Background: an optimization exercise with open tools, aiming at small area. Do not read the settings as production practice. The RTL was checked by simulation tests, not by an equivalence proof against the original design.

// CPU
module CPU(Clk, Clrn, Inst, Dread, Iaddr, Wmem, DAddr, DWrite, intr, inta);
==> module CPU, before the edit <==
module CPU(Clk, Clrn, Inst, Dread, Iaddr, Wmem, DAddr, DWrite, intr, inta);
	input Clk, Clrn, intr;
	input [31:0] Inst, Dread;
	output [31:0] Iaddr, DWrite, DAddr;
	output Wmem, inta;
	wire [5:0] op = Inst[31:26];
	wire [5:0] fn = Inst[5:0];
	wire [4:0] rs = Inst[25:21];
	wire [4:0] rt = Inst[20:16];
	wire [4:0] rd = Inst[15:11];
	wire rtype  = op == 6'b000000;
	wire i_add  = rtype & (fn == 6'b100000);
	wire i_sub  = rtype & (fn == 6'b100010);
	wire i_and  = rtype & (fn == 6'b100100);
	wire i_or   = rtype & (fn == 6'b100101);
	wire i_xor  = rtype & (fn == 6'b100110);
	wire i_sll  = rtype & (fn == 6'b000000);
	wire i_srl  = rtype & (fn == 6'b000010);
	wire i_sra  = rtype & (fn == 6'b000011);
	wire i_jr   = rtype & (fn == 6'b001000);
	wire i_sys  = rtype & (fn == 6'b001100);
	wire i_addi = op == 6'b001000;
	wire i_andi = op == 6'b001100;
	wire i_ori  = op == 6'b001101;
	wire i_xori = op == 6'b001110;
	wire i_lw   = op == 6'b100011;
	wire i_sw   = op == 6'b101011;
	wire i_beq  = op == 6'b000100;
	wire i_bne  = op == 6'b000101;
	wire i_lui  = op == 6'b001111;
	wire i_j    = op == 6'b000010;
	wire i_jal  = op == 6'b000011;
	wire c0     = op == 6'b010000;
	wire i_mfc0 = c0 & (rs == 5'b00000);
	wire i_mtc0 = c0 & (rs == 5'b00100);
	wire i_eret = c0 & (rs == 5'b10000) & (fn == 6'b011000);
	wire unimpl = ~(i_add | i_sub | i_and | i_or | i_xor | i_sll | i_srl | i_sra | i_jr | i_sys |
		i_addi | i_andi | i_ori | i_xori | i_lw | i_sw | i_beq | i_bne | i_lui | i_j | i_jal |
		i_mfc0 | i_mtc0 | i_eret);
	wire rd12 = rd == 5'd12;
	wire rd13 = rd == 5'd13;
	wire rd14 = rd == 5'd14;
	reg [31:0] pc, sta, cau, epc;
	wire [31:0] pc_d, sta_d, cau_d, epc_d;
	always @(posedge Clk or negedge Clrn)
		if (!Clrn) begin
			pc <= 32'b0; sta <= 32'b0; cau <= 32'b0; epc <= 32'b0;
		end else begin
			pc <= pc_d; sta <= sta_d; cau <= cau_d; epc <= epc_d;
		end
	assign Iaddr = pc;
	wire [31:0] ra, rb, res;
	wire wreg = i_add | i_sub | i_and | i_or | i_xor | i_sll | i_srl | i_sra | i_addi | i_andi |
		i_ori | i_xori | i_lw | i_lui | i_jal | i_mfc0;
	wire regrt = i_addi | i_andi | i_ori | i_xori | i_lw | i_lui | i_mfc0;
	wire [4:0] wn = i_jal ? 5'd31 : (regrt ? rt : rd);
	RegFile rf (rs, rt, res, wn, wreg, Clk, Clrn, ra, rb);
	assign DWrite = rb;
	assign Wmem = i_sw;
	wire se = i_addi | i_lw | i_sw;
	wire aluqb = i_addi | i_andi | i_ori | i_xori | i_lw | i_sw;
	wire [31:0] imm = {{16{se & Inst[15]}}, Inst[15:0]};
	wire [31:0] bx = (aluqb ? imm : rb) ^ {32{i_sub}};
	wire [31:0] sum, p, g;
	wire c31, c32;
	alu_add add (ra, bx, i_sub, sum, p, g, c31, c32);
	wire [31:0] ysh;
	alu_shift shf (rb, Inst[10:6], i_sra, ysh);
	wire s_and = i_and | i_andi;
	wire s_or  = i_or | i_ori;
	wire s_xor = i_xor | i_xori;
	wire s_shl = i_sll | i_srl;
	wire s_add = ~(s_and | s_or | s_xor | s_shl | i_sra | i_lui);
	alu_out aout (s_add, s_and | s_or, s_or | s_xor, s_shl, i_sra, i_lui, sum, p, g, ysh,
		Inst[15:0], DAddr);
	wire zero = ~|p;	 
	wire overflow = (c31 ^ c32) & (i_add | i_sub | i_addi);
	assign inta = sta[0] & intr;
	wire exc = inta | sta[1] & i_sys | sta[2] & unimpl | sta[3] & overflow;
	wire [31:2] p4h, adrh;
	pc_inc pinc (pc[31:2], Inst[15:0], p4h, adrh);
	wire [31:0] p4 = {p4h, pc[1:0]};
	wire [31:0] adr = {adrh, pc[1:0]};
	wire [31:0] jpc = {p4[31:28], Inst[25:0], 2'b00};
	wire taken = i_beq & zero | i_bne & ~zero;
	wire jj = i_j | i_jal;
	wire [31:0] u;
	sel3 su (i_jr, ra, jj, jpc, taken, adr, ~(i_jr | jj | taken), p4, u);
	wire pc_u = ~exc & ~i_eret;
	wire pc_e = ~exc & i_eret;
	genvar i;
	generate
		for (i = 0; i < 32; i = i + 1) begin : np
			if (i == 6) begin : b6
				assign pc_d[i] = pc_u & u[i] | pc_e & epc[i] | exc & ~i_eret;
			end else begin : bx_
				c_ao22 m (pc_u, u[i], pc_e, epc[i], pc_d[i]);
			end
		end
	endgenerate
	wire wsta = exc | i_mtc0 & rd12 | i_eret;
	wire wcau = exc | i_mtc0 & rd13;
	wire wepc = exc | i_mtc0 & rd14;
	sel3 se_ (wepc & i_mtc0, rb, wepc & ~i_mtc0 & inta, u, wepc & ~i_mtc0 & ~inta, pc, ~wepc, epc, epc_d);
	sel3 ss_ (wsta & i_mtc0, rb, wsta & ~i_mtc0 & exc, {sta[27:0], 4'b0}, wsta & ~i_mtc0 & ~exc,
		{4'b0, sta[31:4]}, ~wsta, sta, sta_d);
	wire [31:0] cause = {28'b0, unimpl | overflow, i_sys | overflow, 2'b00};
	generate
		for (i = 0; i < 32; i = i + 1) begin : cs
			if (i == 2 || i == 3) begin : code
				assign cau_d[i] = wcau ? (i_mtc0 ? rb[i] : cause[i]) : cau[i];
			end else begin : other
				c_ao22 m (wcau & i_mtc0, rb[i], ~wcau, cau[i], cau_d[i]);
			end
		end
	endgenerate
	wire mf12 = i_mfc0 & rd12;
	wire mf13 = i_mfc0 & rd13;
	wire mf14 = i_mfc0 & rd14;
	wire mf = mf12 | mf13 | mf14;
	sel6 sw_ (i_jal, p4, mf12, sta, mf13, cau, mf14, epc, i_lw, Dread, ~(i_jal | mf | i_lw), DAddr, res);
endmodule
export LEC_CHECK = 0
export CAP_MARGIN = 5
export CORE_MARGIN = 2
export CORE_UTILIZATION = 55
export PLACE_DENSITY = 0.65
export SLEW_MARGIN = 5
export SYNTH_HIERARCHICAL = 1
create_clock -name core_clock -period 13.0 [get_ports {Clk}]
standard.sh (not shown) runs the stock make flow with config.mk's settings and CLKGATE_MAP_FILE= SYNTH_SCRIPT=/design/flow/synth_recipe.tcl, a recipe that flattens the netlist after the stock synthesis.
==> flow/flow/run.sh <==
#!/bin/bash
# Layout flow: the standard flow (standard.sh), with two changes to how the layout is made:
# every port still gets a buffer, but a plain buf_1 instead of the default choice, and the
# clock tree is built from clkbuf_8/clkbuf_16 in larger sink clusters, without dummy loads.
set -euo pipefail
export BUFFER_PORTS_ARGS="-buffer_cell sky130_fd_sc_hd__buf_1"
export CTS_ARGS="-sink_clustering_enable -repair_clock_nets -dont_use_dummy_load -sink_clustering_size 24 -sink_clustering_max_diameter 100 -buf_list {sky130_fd_sc_hd__clkbuf_8 sky130_fd_sc_hd__clkbuf_16}"
bash standard.sh synth > synth.log 2>&1
bash standard.sh finish > layout.log 2>&1
==> next run, changes <==
--- a/flow/design.v
+++ b/flow/design.v
@@ -103,15 +103,20 @@
 	wire rd12 = rd == 5'd12;
 	wire rd13 = rd == 5'd13;
 	wire rd14 = rd == 5'd14;
 	reg [31:0] pc, sta, cau, epc;
+	reg cv, ev;
 	wire [31:0] pc_d, sta_d, cau_d, epc_d;
+	wire wcau, wepc;
 	always @(posedge Clk or negedge Clrn)
 		if (!Clrn) begin
-			pc <= 32'b0; sta <= 32'b0; cau <= 32'b0; epc <= 32'b0;
+			pc <= 32'b0; sta <= 32'b0; cv <= 1'b0; ev <= 1'b0;
 		end else begin
-			pc <= pc_d; sta <= sta_d; cau <= cau_d; epc <= epc_d;
+			pc <= pc_d; sta <= sta_d; cv <= cv | wcau; ev <= ev | wepc;
 		end
+	always @(posedge Clk) begin
+		cau <= cau_d; epc <= epc_d;
+	end
 	assign Iaddr = pc;
 	wire [31:0] ra, rb, res;
 	wire wreg = i_add | i_sub | i_and | i_or | i_xor | i_sll | i_srl | i_sra | i_addi | i_andi |
 		i_ori | i_xori | i_lw | i_lui | i_jal | i_mfc0;
@@ -149,9 +154,9 @@
 	wire jj = i_j | i_jal;
 	wire [31:0] u;
 	sel3 su (i_jr, ra, jj, jpc, taken, adr, ~(i_jr | jj | taken), p4, u);
 	wire pc_u = ~exc & ~i_eret;
-	wire pc_e = ~exc & i_eret;
+	wire pc_e = ~exc & i_eret & ev;
 	genvar i;
 	generate
 		for (i = 0; i < 32; i = i + 1) begin : np
 			if (i == 6) begin : b6
@@ -161,10 +166,10 @@
 			end
 		end
 	endgenerate
 	wire wsta = exc | i_mtc0 & rd12 | i_eret;
-	wire wcau = exc | i_mtc0 & rd13;
-	wire wepc = exc | i_mtc0 & rd14;
+	assign wcau = exc | i_mtc0 & rd13;
+	assign wepc = exc | i_mtc0 & rd14;
 	sel3 se_ (wepc & i_mtc0, rb, wepc & ~i_mtc0 & inta, u, wepc & ~i_mtc0 & ~inta, pc, ~wepc, epc, epc_d);
 	sel3 ss_ (wsta & i_mtc0, rb, wsta & ~i_mtc0 & exc, {sta[27:0], 4'b0}, wsta & ~i_mtc0 & ~exc,
 		{4'b0, sta[31:4]}, ~wsta, sta, sta_d);
 	wire [31:0] cause = {28'b0, unimpl | overflow, i_sys | overflow, 2'b00};
@@ -180,9 +185,11 @@
 	wire mf12 = i_mfc0 & rd12;
 	wire mf13 = i_mfc0 & rd13;
 	wire mf14 = i_mfc0 & rd14;
 	wire mf = mf12 | mf13 | mf14;
-	sel6 sw_ (i_jal, p4, mf12, sta, mf13, cau, mf14, epc, i_lw, Dread, ~(i_jal | mf | i_lw), DAddr, res);
+	wire mf13v = mf13 & cv;
+	wire mf14v = mf14 & ev;
+	sel6 sw_ (i_jal, p4, mf12, sta, mf13v, cau, mf14v, epc, i_lw, Dread, ~(i_jal | mf | i_lw), DAddr, res);
 endmodule
 module sel3(s0, d0, s1, d1, s2, d2, s3, d3, y);
 	input s0, s1, s2, s3;
 	input [31:0] d0, d1, d2, d3;
Area after synthesis came out lower by 0.67%.
Utilization came out higher by 0.14 points.
Worst setup slack got worse by 0.21 ns.
Fmax came out lower by 1.7%.
Design area barely changes.

port drivers added, routing unchanged:
The results above use ideal ports. As a check the final layouts listed here were re-extracted and re-timed, cells and wires unchanged. Step 1: set_driving_cell puts a clkbuf_16 on Clk and a buf_2 on each other input, an assumption about the parent block. Step 2, shift: input delay + t, output delay - t, t = (earliest + latest rising clock arrival at the registers) / 2. This alone moves slack from input paths to output paths. Slacks: ideal / step 1 / step 2; pairs: ideal / step 1.
run	t, ns	setup WS [ns]	worst data-port slew with drivers (ns)
the first run	0.752	0.447 / 0.314 / 0.314	0.19
the second run	0.756	0.235 / 0.207 / 0.207	0.13
After both steps every run listed still meets setup and hold. The setup slack of the first run, which loses most, moves by -0.133 ns with the drivers and by -0.133 ns with both steps.
